Context: an optimization exercise on an open-source flow, tuned for a short achievable clock period and few clock cycles. The choices shown serve that exercise and are no tape-out recipe.
In this exercise RTL edits were held to simulation tests only and were not proved equivalent to the original.
No activity file was given, so power comes from the tool's default toggle rates.

$ cat design/flow/config.mk
export PLATFORM = sky130hd
export DESIGN_NAME = CPU
export DESIGN_NICKNAME = CPU
export VERILOG_FILES = /design/flow/design.v
export SDC_FILE = /design/flow/constraint.sdc
export NUM_CORES = 4
export LEC_CHECK = 0
export CAP_MARGIN = 20
export CORE_MARGIN = 2
export CORE_UTILIZATION = 40
export SLEW_MARGIN = 20
$ cat design/flow/constraint.sdc
create_clock -name core_clock -period 9.5 [get_ports {clk}]
set_input_delay 1.9000 -clock core_clock [delete_from_list [all_inputs] [get_ports {clk}]]
set_output_delay 1.9000 -clock core_clock [all_outputs]
set_load 0.01 [all_outputs]
$ cat design/flow/design.v
`timescale 1ns / 1ps
module ALU #(
    parameter WIDTH = 32
)(
    input [WIDTH-1:0] a,b,
    input [3:0] f,
    output reg [WIDTH-1:0] y,
    output reg Zero, Less   
);
    always @(*) begin
        casex (f)
            4'b0000: begin
                y = a + b;
                Zero = 0;
                Less = 0;
            end
            4'b1000: begin
                y = a - b;
                Zero = y ? 0 : 1;
                Less = 0;
            end
            4'bx001: begin
                y = a << b;
                Zero = 0;
                Less = 0;
            end
            4'b0010: begin
                y = a - b;
                Zero = y ? 0 : 1;
                Less = ($signed(a) < $signed(b)) ? 1 : 0;
            end
            4'b1010: begin
                y = a - b;
                Zero = y ? 0 : 1;
                Less = (a < b) ? 1 : 0;
            end
            4'bx011: begin
                y = b;
                Zero = 0;
                Less = 0;
            end
            4'bx100: begin
                y = a ^ b;
                Zero = 0;
                Less = 0;
            end
            4'b0101: begin
                y = a >> b;
                Zero = 0;
                Less = 0;
            end
            4'b1101: begin
                y = $signed(a) >>> b;
                Zero = 0;
                Less = 0;
            end
            4'bx110: begin
                y = a | b;
                Zero = 0;
                Less = 0;
            end
            4'bx111: begin
                y = a & b;
                Zero = 0;
                Less = 0;
            end
            default: begin
                y = 0;
                Zero = 0;
                Less = 0;
            end      
        endcase
    end
endmodule
`timescale 1ns / 1ps
module Branch(
    input Zero, Less,
    input [2:0] Branch,
    output reg PCAsrc, PCBsrc
    );
    always @(*) begin
        case (Branch)
            3'b000: begin
                PCAsrc = 1'b0;
                PCBsrc = 1'b0;
            end
            3'b001: begin
                PCBsrc = 1'b0;
                if(Zero) 
                    PCAsrc = 1'b1;
                else 
                    PCAsrc = 1'b0;
            end
            3'b010: begin
                PCBsrc = 1'b0;
                if(Less)
                    PCAsrc = 1'b1;
                else
                    PCAsrc = 1'b0; 
            end
            3'b011: begin
                PCBsrc = 1'b0;
                if(Less)
                    PCAsrc = 1'b1;
                else    
                    PCAsrc = 1'b0;
            end
            3'b100: begin
                PCAsrc = 1'b1;
                PCBsrc = 1'b0;
            end
            3'b101: begin
                PCAsrc = 1'b1;
                PCBsrc = 1'b1;
            end
            default: begin
                PCAsrc = 1'b0;
                PCBsrc = 1'b0;
            end
        endcase
    end
endmodule
`timescale 1ns / 1ps
module Control(
    input [31:0] Instruction,
    output reg ALUAsrc,
    output reg [1:0] ALUBsrc,
    output reg [3:0] ALUop,
    output reg MemRead, MemWrite,
    output reg MemtoReg,
    output reg [2:0] Branch,
    output reg RegWrite
    );
    always @(*) begin
        case (Instruction[6:0])
            7'b0110011: begin
                ALUAsrc = 1'b1;
                ALUBsrc = 2'b00;
                if({Instruction[31:25], Instruction[14:12]} == 10'b0000000000)
                    ALUop = 4'b0000;
                else if({Instruction[31:25], Instruction[14:12]} == 10'b0100000000)
                    ALUop = 4'b1000;
                else if({Instruction[31:25], Instruction[14:12]} == 10'b0000000100)
                    ALUop = 4'b0100;
                else if({Instruction[31:25], Instruction[14:12]} == 10'b0000000110)
                    ALUop = 4'b0110;
                else if({Instruction[31:25], Instruction[14:12]} == 10'b0000000111)
                    ALUop = 4'b0111;
                else    
                    ALUop = 4'b0000;
                MemRead = 1'b0;
                MemWrite = 1'b0;
                MemtoReg = 1'b1;
                Branch = 3'b000;
                RegWrite = 1'b1;
            end
            7'b0010011: begin
                ALUAsrc = 1'b1;
                ALUBsrc = 2'b10;
                if(Instruction[14:12] == 3'b000)
                    ALUop = 4'b0000;
                else if(Instruction[14:12] == 3'b001)
                    ALUop = 4'b0001;
                else if(Instruction[14:12] == 3'b101) begin
                    if(Instruction[31:25] == 7'b0000000)
                        ALUop = 4'b0101;
                    else
                        ALUop = 4'b1101; 
                end
                else
                    ALUop = 4'b0000;
                MemRead = 1'b0;
                MemWrite = 1'b0;
                MemtoReg = 1'b1;
                Branch = 3'b000;
                RegWrite = 1'b1;
            end
            7'b0110111: begin
                ALUAsrc = 1'b0;
                ALUBsrc = 2'b10;
                ALUop = 4'b0011;
                MemRead = 1'b0;
                MemWrite = 1'b0;
                MemtoReg = 1'b1;
                Branch = 3'b000;
                RegWrite = 1'b1;
            end
            7'b0010111: begin
                ALUAsrc = 1'b0;
                ALUBsrc = 2'b10;
                ALUop = 4'b0000;
                MemRead = 1'b0;
                MemWrite = 1'b0;
                MemtoReg = 1'b1;
                Branch = 3'b000;
                RegWrite = 1'b1;
            end
            7'b0000011: begin
                ALUAsrc = 1'b1;
                ALUBsrc = 2'b10;
                ALUop = 4'b0000;
                MemRead = 1'b1;
                MemWrite = 1'b0;
                MemtoReg = 1'b0;
                Branch = 3'b000;
                RegWrite = 1'b1;
            end
            7'b0100011: begin
                ALUAsrc = 1'b1;
                ALUBsrc = 2'b10;
                ALUop = 4'b0000;
                MemRead = 1'b0;
                MemWrite = 1'b1;
                MemtoReg = 1'b0;
                Branch = 3'b000;
                RegWrite = 1'b0;
            end
            7'b1100011: begin
                ALUAsrc = 1'b1;
                ALUBsrc = 2'b00;
                if(Instruction[14:12] == 3'b000) begin
                    ALUop = 4'b1000;
                    Branch = 3'b001;
                end
                else if(Instruction[14:12] == 3'b100) begin
                    ALUop = 4'b0010;
                    Branch = 3'b010;
                end
                else if(Instruction[14:12] == 3'b110) begin
                    ALUop = 4'b1010;
                    Branch = 3'b011;
                end
                else begin
                    ALUop = 4'b0000;
                    Branch = 3'b000;
                end
                MemRead = 1'b0;
                MemWrite = 1'b0;
                MemtoReg = 1'b0;
                RegWrite = 1'b0;
            end
            7'b1101111: begin
                ALUAsrc = 1'b0;
                ALUBsrc = 2'b01;
                ALUop = 4'b0000;
                MemRead = 1'b0;
                MemWrite = 1'b0;
                MemtoReg = 1'b1;
                Branch = 3'b100;
                RegWrite = 1'b1;
            end
            7'b1100111: begin
                ALUAsrc = 1'b0;
                ALUBsrc = 2'b01;
                ALUop = 4'b0000;
                MemRead = 1'b0;
                MemWrite = 1'b0;
                MemtoReg = 1'b1;
                Branch = 3'b101;
                RegWrite = 1'b1;
            end
            default: begin
                ALUAsrc = 1'b1;
                ALUBsrc = 2'b00;
                ALUop = 4'b0000;
                MemRead = 1'b0;
                MemWrite = 1'b0;
                MemtoReg = 1'b0;
                Branch = 3'b000;
                RegWrite = 1'b0;
            end
        endcase
    end
endmodule
module EX_MEM(
    input ID_EX_MemtoReg,
    input ID_EX_RegWrite,
    input ID_EX_MemWrite,
    input [31:0] ALUout,
    input [31:0] ID_EX_RD2,
    input [4:0] ID_EX_RD,
    input clk,
    input rstn,
    output reg EX_MEM_MemtoReg,
    output reg EX_MEM_RegWrite,
    output reg EX_MEM_MemWrite,
    output reg [31:0] EX_MEM_ALUout,
    output reg [31:0] EX_MEM_RD2,
    output reg [4:0] EX_MEM_RD
    );
    always @(posedge clk or negedge rstn) begin
        if(!rstn) begin
            EX_MEM_MemtoReg <= 1'b0;
            EX_MEM_RegWrite <= 1'b0;
            EX_MEM_MemWrite <= 1'b0;
            EX_MEM_ALUout <= 32'b0;
            EX_MEM_RD2 <= 32'b0;
            EX_MEM_RD <= 5'b0;
        end
        else begin
            EX_MEM_MemtoReg <= ID_EX_MemtoReg;
            EX_MEM_RegWrite <= ID_EX_RegWrite;
            EX_MEM_MemWrite <= ID_EX_MemWrite;
            EX_MEM_ALUout <= ALUout;
            EX_MEM_RD2 <= ID_EX_RD2;
            EX_MEM_RD <= ID_EX_RD;
        end
    end
endmodule
`timescale 1ns / 1ps
module Forward(
    input EX_MEM_RegWrite,
    input MEM_WB_RegWrite,
    input [4:0] ID_EX_RS1,
    input [4:0] ID_EX_RS2,
    input [4:0] EX_MEM_RD,
    input [4:0] MEM_WB_RD,
    output reg [1:0] ForwardA,
    output reg [1:0] ForwardB
    );
    always @(*) begin
        if(EX_MEM_RegWrite & (EX_MEM_RD !=0) & (EX_MEM_RD == ID_EX_RS1))
            ForwardA = 2'b10;
        else if(MEM_WB_RegWrite & (MEM_WB_RD !=0) & (MEM_WB_RD == ID_EX_RS1))
            ForwardA = 2'b01;
        else 
            ForwardA = 2'b00;
    end
    always @(*) begin
        if(EX_MEM_RegWrite & (EX_MEM_RD !=0) & (EX_MEM_RD == ID_EX_RS2))
            ForwardB = 2'b10;
        else if(MEM_WB_RegWrite & (MEM_WB_RD !=0) & (MEM_WB_RD == ID_EX_RS2))
            ForwardB = 2'b01;
        else 
            ForwardB = 2'b00;
    end
endmodule
module Hazard_Unit(
    input [4:0] rs1, rs2,
    input ID_EX_MemRead,
    input [4:0] ID_EX_RD,
    input [2:0] ID_EX_Branch,
    input PCAsrc, PCBsrc, 
    output reg stall, IF_ID_Flush, ID_EX_Flush
    );
    always @(*) begin
        if(ID_EX_MemRead & (ID_EX_RD != 5'b0) & ((ID_EX_RD == rs1) | (ID_EX_RD == rs2)))
            stall = 1'b1;
        else
            stall = 1'b0;
    end
    always @(*) begin
        if(ID_EX_Branch == 3'b100 | ID_EX_Branch == 3'b101) begin
            IF_ID_Flush = 1'b1;
            ID_EX_Flush = 1'b1;            
        end
        else if({PCAsrc, PCBsrc} == 2'b10) begin
            IF_ID_Flush = 1'b1;
            ID_EX_Flush = 1'b1; 
        end
        else begin
            IF_ID_Flush = 1'b0;
            ID_EX_Flush = stall ? 1'b1 : 1'b0;
        end
    end
endmodule
module ID_EX(
    input [31:0] IF_ID_PC,
    input ALUAsrc,
    input [1:0] ALUBsrc,
    input [3:0] ALUop,
    input MemRead,
    input MemWrite,
    input MemtoReg,
    input [2:0] Branch,
    input RegWrite,
    input [31:0] RD1, RD2,
    input [4:0] RS1, RS2, RD,
    input [31:0] IMM,
    input ID_EX_Flush,
    input clk,
    input rstn,
    output reg [31:0] ID_EX_PC,
    output reg ID_EX_ALUAsrc,
    output reg [1:0] ID_EX_ALUBsrc,
    output reg [3:0] ID_EX_ALUop,
    output reg ID_EX_MemRead,
    output reg ID_EX_MemWrite,
    output reg ID_EX_MemtoReg,
    output reg [2:0] ID_EX_Branch,
    output reg ID_EX_RegWrite,
    output reg [31:0] ID_EX_RD1,
    output reg [31:0] ID_EX_RD2,
    output reg [4:0] ID_EX_RS1,
    output reg [4:0] ID_EX_RS2,
    output reg [4:0] ID_EX_RD,
    output reg [31:0] ID_EX_IMM
    );
    always @(posedge clk or negedge rstn) begin
        if(!rstn) begin
            ID_EX_PC <= 32'b0;
            ID_EX_ALUAsrc <= 1'b0;
            ID_EX_ALUBsrc <= 2'b0;
            ID_EX_ALUop <= 4'b0;
            ID_EX_MemRead <= 1'b0;
            ID_EX_MemWrite <= 1'b0;
            ID_EX_MemtoReg <= 1'b0;
            ID_EX_Branch <= 3'b0;
            ID_EX_RegWrite <= 1'b0;
            ID_EX_RD1 <= 32'b0;
            ID_EX_RD2 <= 32'b0;
            ID_EX_RS1 <= 5'b0;
            ID_EX_RS2 <= 5'b0;
            ID_EX_RD <= 5'b0;
            ID_EX_IMM <= 32'b0;
        end
        else if(ID_EX_Flush) begin
            ID_EX_PC <= 32'b0;
            ID_EX_ALUAsrc <= 1'b0;
            ID_EX_ALUBsrc <= 2'b0;
            ID_EX_ALUop <= 4'b0;
            ID_EX_MemRead <= 1'b0;
            ID_EX_MemWrite <= 1'b0;
            ID_EX_MemtoReg <= 1'b0;
            ID_EX_Branch <= 3'b0;
            ID_EX_RegWrite <= 1'b0;
            ID_EX_RD1 <= 32'b0;
            ID_EX_RD2 <= 32'b0;
            ID_EX_RS1 <= 5'b0;
            ID_EX_RS2 <= 5'b0;
            ID_EX_RD <= 5'b0;
            ID_EX_IMM <= 32'b0;
        end
        else begin
            ID_EX_PC <= IF_ID_PC;
            ID_EX_ALUAsrc <= ALUAsrc;
            ID_EX_ALUBsrc <= ALUBsrc;
            ID_EX_ALUop <= ALUop;
            ID_EX_MemRead <= MemRead;
            ID_EX_MemWrite <= MemWrite;
            ID_EX_MemtoReg <= MemtoReg;
            ID_EX_Branch <= Branch;
            ID_EX_RegWrite <= RegWrite;
            ID_EX_RD1 <= RD1;
            ID_EX_RD2 <= RD2;
            ID_EX_RS1 <= RS1;
            ID_EX_RS2 <= RS2;
            ID_EX_RD <= RD;
            ID_EX_IMM <= IMM;
        end
    end
endmodule
module IF_ID(
    input [31:0] PC,
    input [31:0] Inst,
    input stall,
    input IF_ID_Flush,
    input clk,
    input rstn,
    output reg [31:0] IF_ID_PC,
    output reg [31:0] IF_ID_Inst
    );
    always @(posedge clk or negedge rstn) begin
        if(!rstn) begin
            IF_ID_PC <= 32'b0;
            IF_ID_Inst <= 32'b0;
        end
        else if(stall) begin
            IF_ID_PC <= IF_ID_PC;
            IF_ID_Inst <= IF_ID_Inst;
        end
        else if(IF_ID_Flush) begin
            IF_ID_PC <= 32'b0;
            IF_ID_Inst <= 32'b0;
        end
        else begin
            IF_ID_PC <= PC;
            IF_ID_Inst <= Inst;
        end
    end
endmodule
module Imm_Gen(
    input [31:0] Instruction,
    output reg [31:0] imm
    );
    always @(*) begin
        case (Instruction[6:0])
            7'b0110011: begin
                imm = 0;
            end
            7'b0010011: begin
                if(Instruction[14:12] == 3'b101)
                    imm = {27'b0, Instruction[24:20]};
                else
                    imm = {{20{Instruction[31]}}, Instruction[31:20]};
            end
            7'b0110111: begin
                imm = {Instruction[31:12], 12'b0};
            end
            7'b0010111: begin
                imm = {Instruction[31:12], 12'b0};
            end
            7'b0000011: begin
                imm = {{20{Instruction[31]}}, Instruction[31:20]};
            end
            7'b0100011: begin
                imm = {{20{Instruction[31]}}, Instruction[31:25],Instruction[11:7]};
            end
            7'b1100011: begin
                imm = {{20{Instruction[31]}}, Instruction[7], Instruction[30:25], Instruction[11:8], 1'b0};
            end
            7'b1101111: begin
                imm = {{12{Instruction[31]}}, Instruction[19:12], Instruction[20], Instruction[30:21], 1'b0};
            end
            7'b1100111: begin
                imm = {{20{Instruction[31]}}, Instruction[31:20]};
            end
            default: begin
                imm = 0;
            end
        endcase
    end
endmodule
module MEM_WB(
    input EX_MEM_MemtoReg,
    input EX_MEM_RegWrite,
    input [31:0] EX_MEM_ALUout,
    input [31:0] MEMout,
    input [4:0] EX_MEM_RD,
    input clk,
    input rstn,
    output reg MEM_WB_MemtoReg,
    output reg MEM_WB_RegWrite,
    output reg [31:0] MEM_WB_ALUout,
    output reg [31:0] MEM_WB_MEMout,
    output reg [4:0] MEM_WB_RD
    );
    always @(posedge clk or negedge rstn) begin
        if(!rstn) begin
            MEM_WB_MemtoReg <= 1'b0;
            MEM_WB_RegWrite <= 1'b0;
            MEM_WB_ALUout <= 32'b0;
            MEM_WB_MEMout <= 32'b0;
            MEM_WB_RD <= 5'b0;
        end 
        else begin
            MEM_WB_MemtoReg <= EX_MEM_MemtoReg;
            MEM_WB_RegWrite <= EX_MEM_RegWrite;
            MEM_WB_ALUout <= EX_MEM_ALUout;
            MEM_WB_MEMout <= MEMout;
            MEM_WB_RD <= EX_MEM_RD;
        end
    end
endmodule
`timescale 1ns / 1ps
module Register_File(
    input clk,
    input [4:0] ra1, ra2,    
    output [31:0] rd1, rd2,  
    input [4:0] wa,          
    input [31:0] wd,         
    input we
    );
    reg [31:0] rf [0:31];    
    assign rd1 = rf[ra1];
    assign rd2 = rf[ra2];
    always @(posedge clk) begin
        rf[0] <= 0;   
        if(we && wa != 5'b0)begin
            rf[wa] <= wd;    
        end   
    end
endmodule
`timescale 1ns / 1ps
module CPU(
    input clk,
    input rstn,
    output [31:0] imem_addr,
    input  [31:0] imem_rdata,
    output [31:0] dmem_addr,
    output [31:0] dmem_wdata,
    output dmem_we,
    input  [31:0] dmem_rdata
    );
    reg [31:0] PC;
    reg [31:0] NPC;
    reg [31:0] NPC_src;
    reg [1:0] cnt;
    wire stall;
    wire PCAsrc;
    wire PCBsrc;
    wire [1:0] ForwardA;
    wire [1:0] ForwardB;
    wire [31:0] IF_ID_PC;
    wire [31:0] IF_ID_Inst;
    wire [31:0] Inst;
    wire IF_ID_Flush;
    wire [31:0] ID_EX_PC;
    wire ID_EX_Flush;
    wire ID_EX_ALUAsrc;
    wire [1:0] ID_EX_ALUBsrc;
    wire [3:0] ID_EX_ALUop;
    wire ID_EX_MemRead;
    wire ID_EX_MemWrite;
    wire ID_EX_MemtoReg;
    wire [2:0] ID_EX_Branch;
    wire ID_EX_RegWrite;
    wire [31:0] ID_EX_RD1;
    wire [31:0] ID_EX_RD2;
    wire [4:0] ID_EX_RS1;
    wire [4:0] ID_EX_RS2;
    wire [4:0] ID_EX_RD;
    wire [31:0] ID_EX_IMM; 
    wire ALUAsrc;
    wire [1:0] ALUBsrc;
    wire [3:0] ALUop;
    wire MemRead;
    wire MemWrite;
    wire MemtoReg;
    wire [2:0] Branch;
    wire RegWrite;
    wire [31:0] rd1;
    wire [31:0] rd2;
    wire [31:0] IMM;
    wire [31:0] EX_MEM_ALUout;
    wire [31:0] EX_MEM_RD2;
    wire EX_MEM_MemtoReg;
    wire EX_MEM_MemWrite;
    wire EX_MEM_RegWrite;
    wire [4:0] EX_MEM_RD;
    wire [31:0] RD1_true;
    wire [31:0] RD2_true;
    wire [31:0] ALUA;
    wire [31:0] ALUB;
    wire Zero;
    wire Less;
    wire [31:0] ALUout;
    wire [31:0] MEMout;
    wire MEM_WB_MemtoReg;
    wire MEM_WB_RegWrite;
    wire [31:0] MEM_WB_ALUout;
    wire [31:0] MEM_WB_MEMout;
    wire [4:0] MEM_WB_RD;
    wire [31:0] MEM_WB_WD;
    always @(posedge clk or negedge rstn) begin
        if(!rstn)
            PC <= 32'h0;
        else if(stall)
            PC <= PC;
        else    
            PC <= NPC;
    end
    always @(*) begin
        case ({PCAsrc, PCBsrc})
            2'b00: begin
                NPC = (PC == 32'h0 | PC == 32'h4) ? (PC + 32'h4) : (NPC_src + 32'h4);
            end
            2'b10: begin
                NPC = ID_EX_IMM + ID_EX_PC;
            end
            2'b11: begin
                NPC = (ID_EX_IMM + ((((ForwardA == 2'b10) ? EX_MEM_ALUout : ((ForwardA == 2'b01) ? MEM_WB_WD : ID_EX_RD1))))) & ~1;
            end
            default: begin
                NPC = 32'h00000000;
            end
        endcase
    end
    reg pre_stall;
    always @(posedge clk or negedge rstn) begin
        if(!rstn)
            pre_stall <= 0;
        else 
            pre_stall <= stall;
    end
    always @(posedge clk or negedge rstn) begin
        if(!rstn) begin
            NPC_src <= 32'b0;
            cnt <= 0;
        end
        else if(ID_EX_Flush & IF_ID_Flush) begin
            NPC_src <= NPC;
            cnt <= 1;
        end
        else if(cnt == 1) begin
            NPC_src <= NPC_src + 32'h4;
            cnt <= 2;
        end
        else if(cnt == 2) begin
            NPC_src <= NPC_src + 32'h4;
            cnt <= 0;
        end
        else begin
            if(stall) begin
                NPC_src <= NPC_src;
                cnt <= cnt;
            end
            else if(pre_stall) begin
                NPC_src <= NPC_src + 4;
                cnt <= cnt;
            end
            else begin
                NPC_src <= NPC;
                cnt <= 0;
            end
        end
    end
    assign imem_addr = PC;
    assign Inst = imem_rdata;
    IF_ID IF_ID_dut(
        .PC(PC),
        .Inst(Inst),
        .stall(stall),
        .IF_ID_Flush(IF_ID_Flush),
        .clk(clk),
        .rstn(rstn),
        .IF_ID_PC(IF_ID_PC),
        .IF_ID_Inst(IF_ID_Inst)
    );
    Control Control_dut(
        .Instruction(IF_ID_Inst),
        .ALUAsrc(ALUAsrc),
        .ALUBsrc(ALUBsrc),
        .ALUop(ALUop),
        .MemRead(MemRead),
        .MemWrite(MemWrite),
        .MemtoReg(MemtoReg),
        .Branch(Branch),
        .RegWrite(RegWrite)
    );
    Register_File Register_File_dut(
        .clk(clk),
        .ra1(IF_ID_Inst[19:15]),
        .ra2(IF_ID_Inst[24:20]),
        .rd1(rd1),
        .rd2(rd2),
        .wa(MEM_WB_RD),
        .wd(MEM_WB_WD),
        .we(MEM_WB_RegWrite)
    );
    Imm_Gen Imm_Gen_dut(
        .Instruction(IF_ID_Inst),
        .imm(IMM)
    );
    wire [31:0] RD1_TRUE, RD2_TRUE;
    assign RD1_TRUE = (MEM_WB_RegWrite && MEM_WB_RD != 5'b0 && IF_ID_Inst[19:15] == MEM_WB_RD) ? MEM_WB_WD : rd1;
    assign RD2_TRUE = (MEM_WB_RegWrite && MEM_WB_RD != 5'b0 && IF_ID_Inst[24:20] == MEM_WB_RD) ? MEM_WB_WD : rd2; 
    ID_EX ID_EX_dut(
        .IF_ID_PC(IF_ID_PC),
        .ALUAsrc(ALUAsrc),
        .ALUBsrc(ALUBsrc),
        .ALUop(ALUop),
        .MemRead(MemRead),
        .MemWrite(MemWrite),
        .MemtoReg(MemtoReg),
        .Branch(Branch),
        .RegWrite(RegWrite),
        .RD1(RD1_TRUE),
        .RD2(RD2_TRUE),
        .RS1(IF_ID_Inst[19:15]),
        .RS2(IF_ID_Inst[24:20]),
        .RD(IF_ID_Inst[11:7]),
        .IMM(IMM),
        .ID_EX_Flush(ID_EX_Flush),
        .clk(clk),
        .rstn(rstn),
        .ID_EX_PC(ID_EX_PC),
        .ID_EX_ALUAsrc(ID_EX_ALUAsrc),
        .ID_EX_ALUBsrc(ID_EX_ALUBsrc),
        .ID_EX_ALUop(ID_EX_ALUop),
        .ID_EX_MemRead(ID_EX_MemRead),
        .ID_EX_MemWrite(ID_EX_MemWrite),
        .ID_EX_MemtoReg(ID_EX_MemtoReg),
        .ID_EX_Branch(ID_EX_Branch),
        .ID_EX_RegWrite(ID_EX_RegWrite),
        .ID_EX_RD1(ID_EX_RD1),
        .ID_EX_RD2(ID_EX_RD2),
        .ID_EX_RS1(ID_EX_RS1),
        .ID_EX_RS2(ID_EX_RS2),
        .ID_EX_RD(ID_EX_RD),
        .ID_EX_IMM(ID_EX_IMM)
    );
    Forward Forward_dut(
        .EX_MEM_RegWrite(EX_MEM_RegWrite),
        .MEM_WB_RegWrite(MEM_WB_RegWrite),
        .ID_EX_RS1(ID_EX_RS1),
        .ID_EX_RS2(ID_EX_RS2),
        .EX_MEM_RD(EX_MEM_RD),
        .MEM_WB_RD(MEM_WB_RD),
        .ForwardA(ForwardA),
        .ForwardB(ForwardB)
    );
    Hazard_Unit Hazard_Unit_dut(
        .rs1(IF_ID_Inst[19:15]),
        .rs2(IF_ID_Inst[24:20]),
        .PCAsrc(PCAsrc),
        .PCBsrc(PCBsrc),
        .ID_EX_MemRead(ID_EX_MemRead),
        .ID_EX_RD(ID_EX_RD),
        .ID_EX_Branch(ID_EX_Branch),
        .stall(stall),
        .IF_ID_Flush(IF_ID_Flush),
        .ID_EX_Flush(ID_EX_Flush)
    );
    assign RD1_true = ((ForwardA == 2'b00) ? ID_EX_RD1 : ((ForwardA == 2'b01) ? MEM_WB_WD : EX_MEM_ALUout));
    assign RD2_true = ((ForwardB == 2'b00) ? ID_EX_RD2 : ((ForwardB == 2'b01) ? MEM_WB_WD : EX_MEM_ALUout));
    assign ALUA = ID_EX_ALUAsrc ? RD1_true : ID_EX_PC;
    assign ALUB = (ID_EX_ALUBsrc == 2'b00) ? RD2_true : ((ID_EX_ALUBsrc == 2'b01) ? 32'h00000004 : ID_EX_IMM);
    ALU ALU_dut(
        .a(ALUA),
        .b(ALUB),
        .f(ID_EX_ALUop),
        .y(ALUout),
        .Zero(Zero),
        .Less(Less)
    );
    Branch Branch_dut(
        .Zero(Zero),
        .Less(Less),
        .Branch(ID_EX_Branch),
        .PCAsrc(PCAsrc),
        .PCBsrc(PCBsrc)
    );
    wire [31:0] RD_DM_TRUE;
    assign RD_DM_TRUE = (ForwardB == 2'b01) ? MEM_WB_WD : ((ForwardB == 2'b10) ? EX_MEM_ALUout : ID_EX_RD2);
    EX_MEM EX_MEM_dut(
        .ID_EX_MemtoReg(ID_EX_MemtoReg),
        .ID_EX_RegWrite(ID_EX_RegWrite),
        .ID_EX_MemWrite(ID_EX_MemWrite),
        .ALUout(ALUout),
        .ID_EX_RD2(RD_DM_TRUE),
        .ID_EX_RD(ID_EX_RD),
        .clk(clk),
        .rstn(rstn),
        .EX_MEM_MemtoReg(EX_MEM_MemtoReg),
        .EX_MEM_RegWrite(EX_MEM_RegWrite),
        .EX_MEM_MemWrite(EX_MEM_MemWrite),
        .EX_MEM_ALUout(EX_MEM_ALUout),
        .EX_MEM_RD2(EX_MEM_RD2),
        .EX_MEM_RD(EX_MEM_RD)
    );
    assign dmem_addr = EX_MEM_ALUout;
    assign dmem_wdata = EX_MEM_RD2;
    assign dmem_we = EX_MEM_MemWrite;
    assign MEMout = dmem_rdata;
    MEM_WB MEM_WB_dut(
        .EX_MEM_MemtoReg(EX_MEM_MemtoReg),
        .EX_MEM_RegWrite(EX_MEM_RegWrite),
        .EX_MEM_ALUout(EX_MEM_ALUout),
        .MEMout(MEMout),
        .EX_MEM_RD(EX_MEM_RD),
        .clk(clk),
        .rstn(rstn),
        .MEM_WB_MemtoReg(MEM_WB_MemtoReg),
        .MEM_WB_RegWrite(MEM_WB_RegWrite),
        .MEM_WB_ALUout(MEM_WB_ALUout),
        .MEM_WB_MEMout(MEM_WB_MEMout),
        .MEM_WB_RD(MEM_WB_RD)
    );
    assign MEM_WB_WD = ((MEM_WB_RD == EX_MEM_RD) && EX_MEM_RegWrite) ? (EX_MEM_MemtoReg ? EX_MEM_ALUout : MEMout) : (MEM_WB_MemtoReg ? MEM_WB_ALUout : MEM_WB_MEMout);
endmodule
$ cat design/flow/run.sh
#!/bin/bash
# synth_recipe.tcl (not shown) runs the flow's synth.tcl, then flattens the netlist and writes it again
# the make line also repeats each setting of config.mk as NAME=value (left out here)
make -C /OpenROAD-flow-scripts/flow DESIGN_CONFIG=/design/flow/config.mk WORK_HOME=/design/flow/orfs CLKGATE_MAP_FILE= SYNTH_SCRIPT=/design/flow/synth_recipe.tcl finish
==> run summary <==
* Leading cell types by total area after synthesis: sky130_fd_sc_hd__edfxtp_1 37%, sky130_fd_sc_hd__mux4_2 18%, sky130_fd_sc_hd__dfrtp_1 13%, sky130_fd_sc_hd__mux2i_1 3.2%, sky130_fd_sc_hd__ha_1 2.6%
* Fraction of power consumed by combinational cells at 24.2%
* Worst IR drop on VDD at 0.2116 mV
* Hold-fix buffers, CTS at 0
* Total global routing track utilization at 30.65%
* Switching Power at 6.382 mW
* Total count of max-transition violations in the final report at 0
* XOR/XNOR Fraction of Synth Area at 1.633%
* Most common flop cell mapped by yosys: sky130_fd_sc_hd__edfxtp_1
* Arrival time of the worst setup path at 9660 ps
* Clock Skew at 59.60 ps
* Post-synthesis compound-gate area fraction at 10.91%
* Top-Level Pins at 163
* Data required time at the worst endpoint at 10220 ps
* Global placement routability congestion at 1.060
* Worst Path Class, Setup: reg2reg
* Power density over the cells at 209.1 nW/um^2
* Number of hold violations in the final report at 0
* Largest stage delay, worst path at 1100 ps
* Sw Share at 33.34%
* Most common cell after layout, fill and taps aside: sky130_fd_sc_hd__edfxtp_1
* Library cell contributing the largest single delay on the critical path: sky130_fd_sc_hd__a221oi_1
* Count of nets after finishing at 6574
* Unrepaired setup endpoints after global routing: false
* Adder and majority cell fraction of the synthesized area at 2.666%
* Critical path cell sequence: xnor2_1, nand4_1, buf_4, o21ai_0, a31oi_1, a221oi_1, ha_1, nor4bb_1, and3_1, o211ai_1, a21boi_1, nor4_1, or4_1, o2111ai_1, or4_1, o211ai_1, buf_4, nor2_1, o21ai_0, o31ai_1
* Clock latency on the worst-skew pair at 840 ps
* IO Port Bufs at 162
* Via count of the first global-routing pass at 58040
* Register with the most flip-flops: Register_File_dut.rf
* Max-Slew Margin vs Limit at 13.21%
* Class of the tightest hold or removal check: reg2reg
* Sort of element at the start of the critical path: flip-flop
* Area added between synthesis and finish at 13.81%
* Ratio of final minimum period to clock period at 94.11%
* Mean number of vias per cell at 6.484
* Clk sink count at 1454
* Cell-internal power at 12.76 mW
* Yosys top cell by area: sky130_fd_sc_hd__edfxtp_1
* Root buffer cell: sky130_fd_sc_hd__clkbuf_16
* Hold slack at 353.8 ps
* Wire length of the first global-routing pass at 446.7 mm
* Sum Neg Setup Slack at 0 ps
* Die Outline Area at 204700 sq um
* Half-perimeter wire length of the detailed placement result at 214.3 mm
* TritonCTS clock tree: done
* Clock-pin slew reported for the worst setup and hold paths after clock tree synthesis at 60 ps
* Tmin final at 8940 ps
* Post-synthesis cell type count at 95
* Top fanout value on the critical path at 15
* Fraction of final layout cells sized beyond drive strength 1 at 19.69%
* Number of standard cells in the layout, taps in and fillers out at 9137
* Htree depth at 4
* Area used by multi-input combinational logic at 37320 sq um
* Final Core Density at 45.81%
* Portion of total power attributed to sequential cells at 41.8%
* Final routed wire length divided by cell count at 34.77 um
* Pre-Repair DR Iteration Count at 6
* Largest net degree at the start of global routing at 116
* Number of flops mapped to enable cells by yosys at 992
* Number of post-CTS setup repair buffers at 0
* Gate Count Post-Synth at 6190
* Clock power share at 33.9%
* Actual transition at the worst max-transition pin at 1296 ps
* Cell total after placement at 8834
* Number of maximum-capacitance constraint violations at 0
* Die boundary width at 452.5 um
* #FFs+latches synth at 1454
* Initial cell density of the core at 40.25%
* Standard-cell rows at 164
* Total core area at 199900 sq um
* Critical path endpoint category: flip-flop
* Post-synth top area share at 37.03%
* Largest register FFs at 1024
* Remaining Overflow, GRT at 0
* Result of the run: no timing/DRC/antenna violations
* Sequential-to-total area share from yosys stat at 51.20%
* Commonest non-fill, non-tap cells in the layout: 992 x sky130_fd_sc_hd__edfxtp_1, 640 x sky130_fd_sc_hd__mux4_2, 475 x sky130_fd_sc_hd__nand2_1
* Highest Clock Rate at 111.9 MHz
* Sequential cell area at 41230 sq um
* Count of warnings emitted by yosys at 12
* Dominant combinational cell family by area after synthesis: multiplexers
* Setup violations, final at 0
* Number of clock buffers inserted by TritonCTS at 159
* Share of cell area taken by muxes after synthesis at 21.64%
* Static leakage power at 32.37 nW
* Post-synth ARST share at 29.57%
* Fill cell instance count of the final layout at 17740
* DR iter-0 viols at 7174
* Total standard cell area after synthesis at 80450 sq um
* Drt drc at 0
* Syn_area_per_cell at 13.00 sq um
* Antenna violations before repair at 15
* Antenna-violating nets left at 0
* Simple-gate area share of the yosys netlist at 8.925%
* Maximum root-to-sink buffer count at 3
* Y dimension of the die at 452.5 um
* CTS resizes at 0
* Total via count in the routed design at 59240
* Total Wirelength at 317.7 mm
-- Yosys cell counts, types with 35 or more instances --
master                     count
sky130_fd_sc_hd__a21o_1       35
sky130_fd_sc_hd__mux2i_1     258
sky130_fd_sc_hd__a211oi_1    154
sky130_fd_sc_hd__buf_2        61
sky130_fd_sc_hd__nand3_1     153
sky130_fd_sc_hd__nor3_1       74
sky130_fd_sc_hd__ha_1        165
sky130_fd_sc_hd__mux4_2      640
sky130_fd_sc_hd__nor2_1      419
sky130_fd_sc_hd__edfxtp_1    992
sky130_fd_sc_hd__a31oi_1      94
sky130_fd_sc_hd__and2_1       73
sky130_fd_sc_hd__o211ai_1     54
sky130_fd_sc_hd__nand2_1     475
sky130_fd_sc_hd__clkbuf_1    311
sky130_fd_sc_hd__buf_1        72
sky130_fd_sc_hd__o22ai_1      48
sky130_fd_sc_hd__o31ai_1      38
sky130_fd_sc_hd__mux2_2       37
sky130_fd_sc_hd__a221oi_1     36
sky130_fd_sc_hd__a21oi_1     303
sky130_fd_sc_hd__nand2b_1     56
sky130_fd_sc_hd__xnor2_1     107
sky130_fd_sc_hd__and3_1       39
sky130_fd_sc_hd__dfrtp_1     430
sky130_fd_sc_hd__inv_1       153
sky130_fd_sc_hd__o21ai_0     263
sky130_fd_sc_hd__xor2_1       43
sky130_fd_sc_hd__a22oi_1      35
sky130_fd_sc_hd__nor2b_1      87
-- cells by family after synthesis --
family,after synthesis
xor gates and xnor gates,150
buffers and inverters,614
muxes,935
DFF,1454
and+or+nand+nor,1536
adders and majority gates,169
AOI/OAI and AO/OA,1331
other,1
-- per-layer routing --
layer | vias to the layer above | global-route usage (%) | share of wire (%)
li1 | 24520 | - | -
met4 | 6 | 17.02 | 6.5
met1 | 30680 | 39.62 | 38
met3 | 776 | 6.533 | 9.0
met2 | 3264 | 48.16 | 46
met5 | - | 0 | 0.012
-- power groups by stage --
stage / registers (mW) / logic, mW / clock network [mW]
2_1_floorplan: 7.71 / 2.66 / 0
3_3_place_gp: 8.09 / 4.50 / 0
3_5_place_dp: 8.10 / 4.51 / 0
4_1_cts: 7.97 / 4.52 / 6.59
5_1_grt: 8.03 / 4.88 / 6.83
6_report: 8.01 / 4.64 / 6.50
-- critical path, delay by kind of cell (launching register included) --
family	cells	cell delay (ps)
AND/OR/NAND/NOR	7	3550
flip-flops	1	690
AO/OA/AOI/OAI	9	3150
XOR/XNOR	1	200
adder cells (fa/ha/maj)	1	570
buffers and inverters	2	620
-- stage by stage --
step / power (mW) / setup WS, ps / cell area, sq um
global placement: 12.59 / 214.9 / 86090
floorplan: 10.37 / 2163 / 80570
detailed placement: 12.60 / 208.2 / 86100
finish: 19.14 / 560.0 / 91560
global route: 19.73 / 151.7 / 91550
CTS: 19.08 / 760.0 / 91540
-- worst paths after layout --
check,startpoint,depth (start not counted),slack (ps),end
max in group asynchronous,rstn,3,6510,ID_EX_dut.ID_EX_RD1[28]
worst min register to register,ID_EX_dut.ID_EX_RegWrite,0,350,EX_MEM_dut.EX_MEM_RegWrite
worst max-delay path,MEM_WB_dut.MEM_WB_RD[2],20,560,NPC_src[27]
worst max register to register,MEM_WB_dut.MEM_WB_RD[2],20,560,NPC_src[27]
worst min-delay path,ID_EX_dut.ID_EX_RegWrite,0,350,EX_MEM_dut.EX_MEM_RegWrite
min in group asynchronous,rstn,1,1010,EX_MEM_dut.EX_MEM_RD2[8]
-- area by class of cell --
| class | count | area share (%) |
|---|---|---|
| Clock buffer | 204 | 4.709 |
| Clock inverter | 92 | 1.231 |
| Multi-Input combinational cell | 4153 | 40.76 |
| Sequential cell | 1454 | 45.03 |
| Antenna cell | 7 | 0.01913 |
| Timing Repair Buffer | 410 | 3.960 |
| Tap cell | 2656 | 3.629 |
| Inverter | 161 | 0.6600 |
Testbench counts, summed over its fixed seeds: cycles 48,352.

[what the ideal ports hide]
No port has a modelled driver above. Below, the same layout with a new extraction and two added sets of constraints. Step 1: set_driving_cell puts a clkbuf_16 on clk and a buf_2 on each other input, an assumption about the parent block. Step 2 adds t to the input delays and takes it off the output delays; t is the mean of the earliest and latest rising clock arrival at the registers after step 1. Input paths then give back, and output paths get back, about the clock's delay inside the block. a / b / c = ideal / step 1 / step 2; a / b = the first two.
t, ns: 0.897
setup WS [ns]: 0.560 / 0.560 / 0.035
latest minus earliest clock arrival (ns): 0.063 / 0.063
After both steps this run still meets setup and hold. For this run, drivers alone change the setup slack by 0.000 ns; drivers and shift together by -0.525 ns.
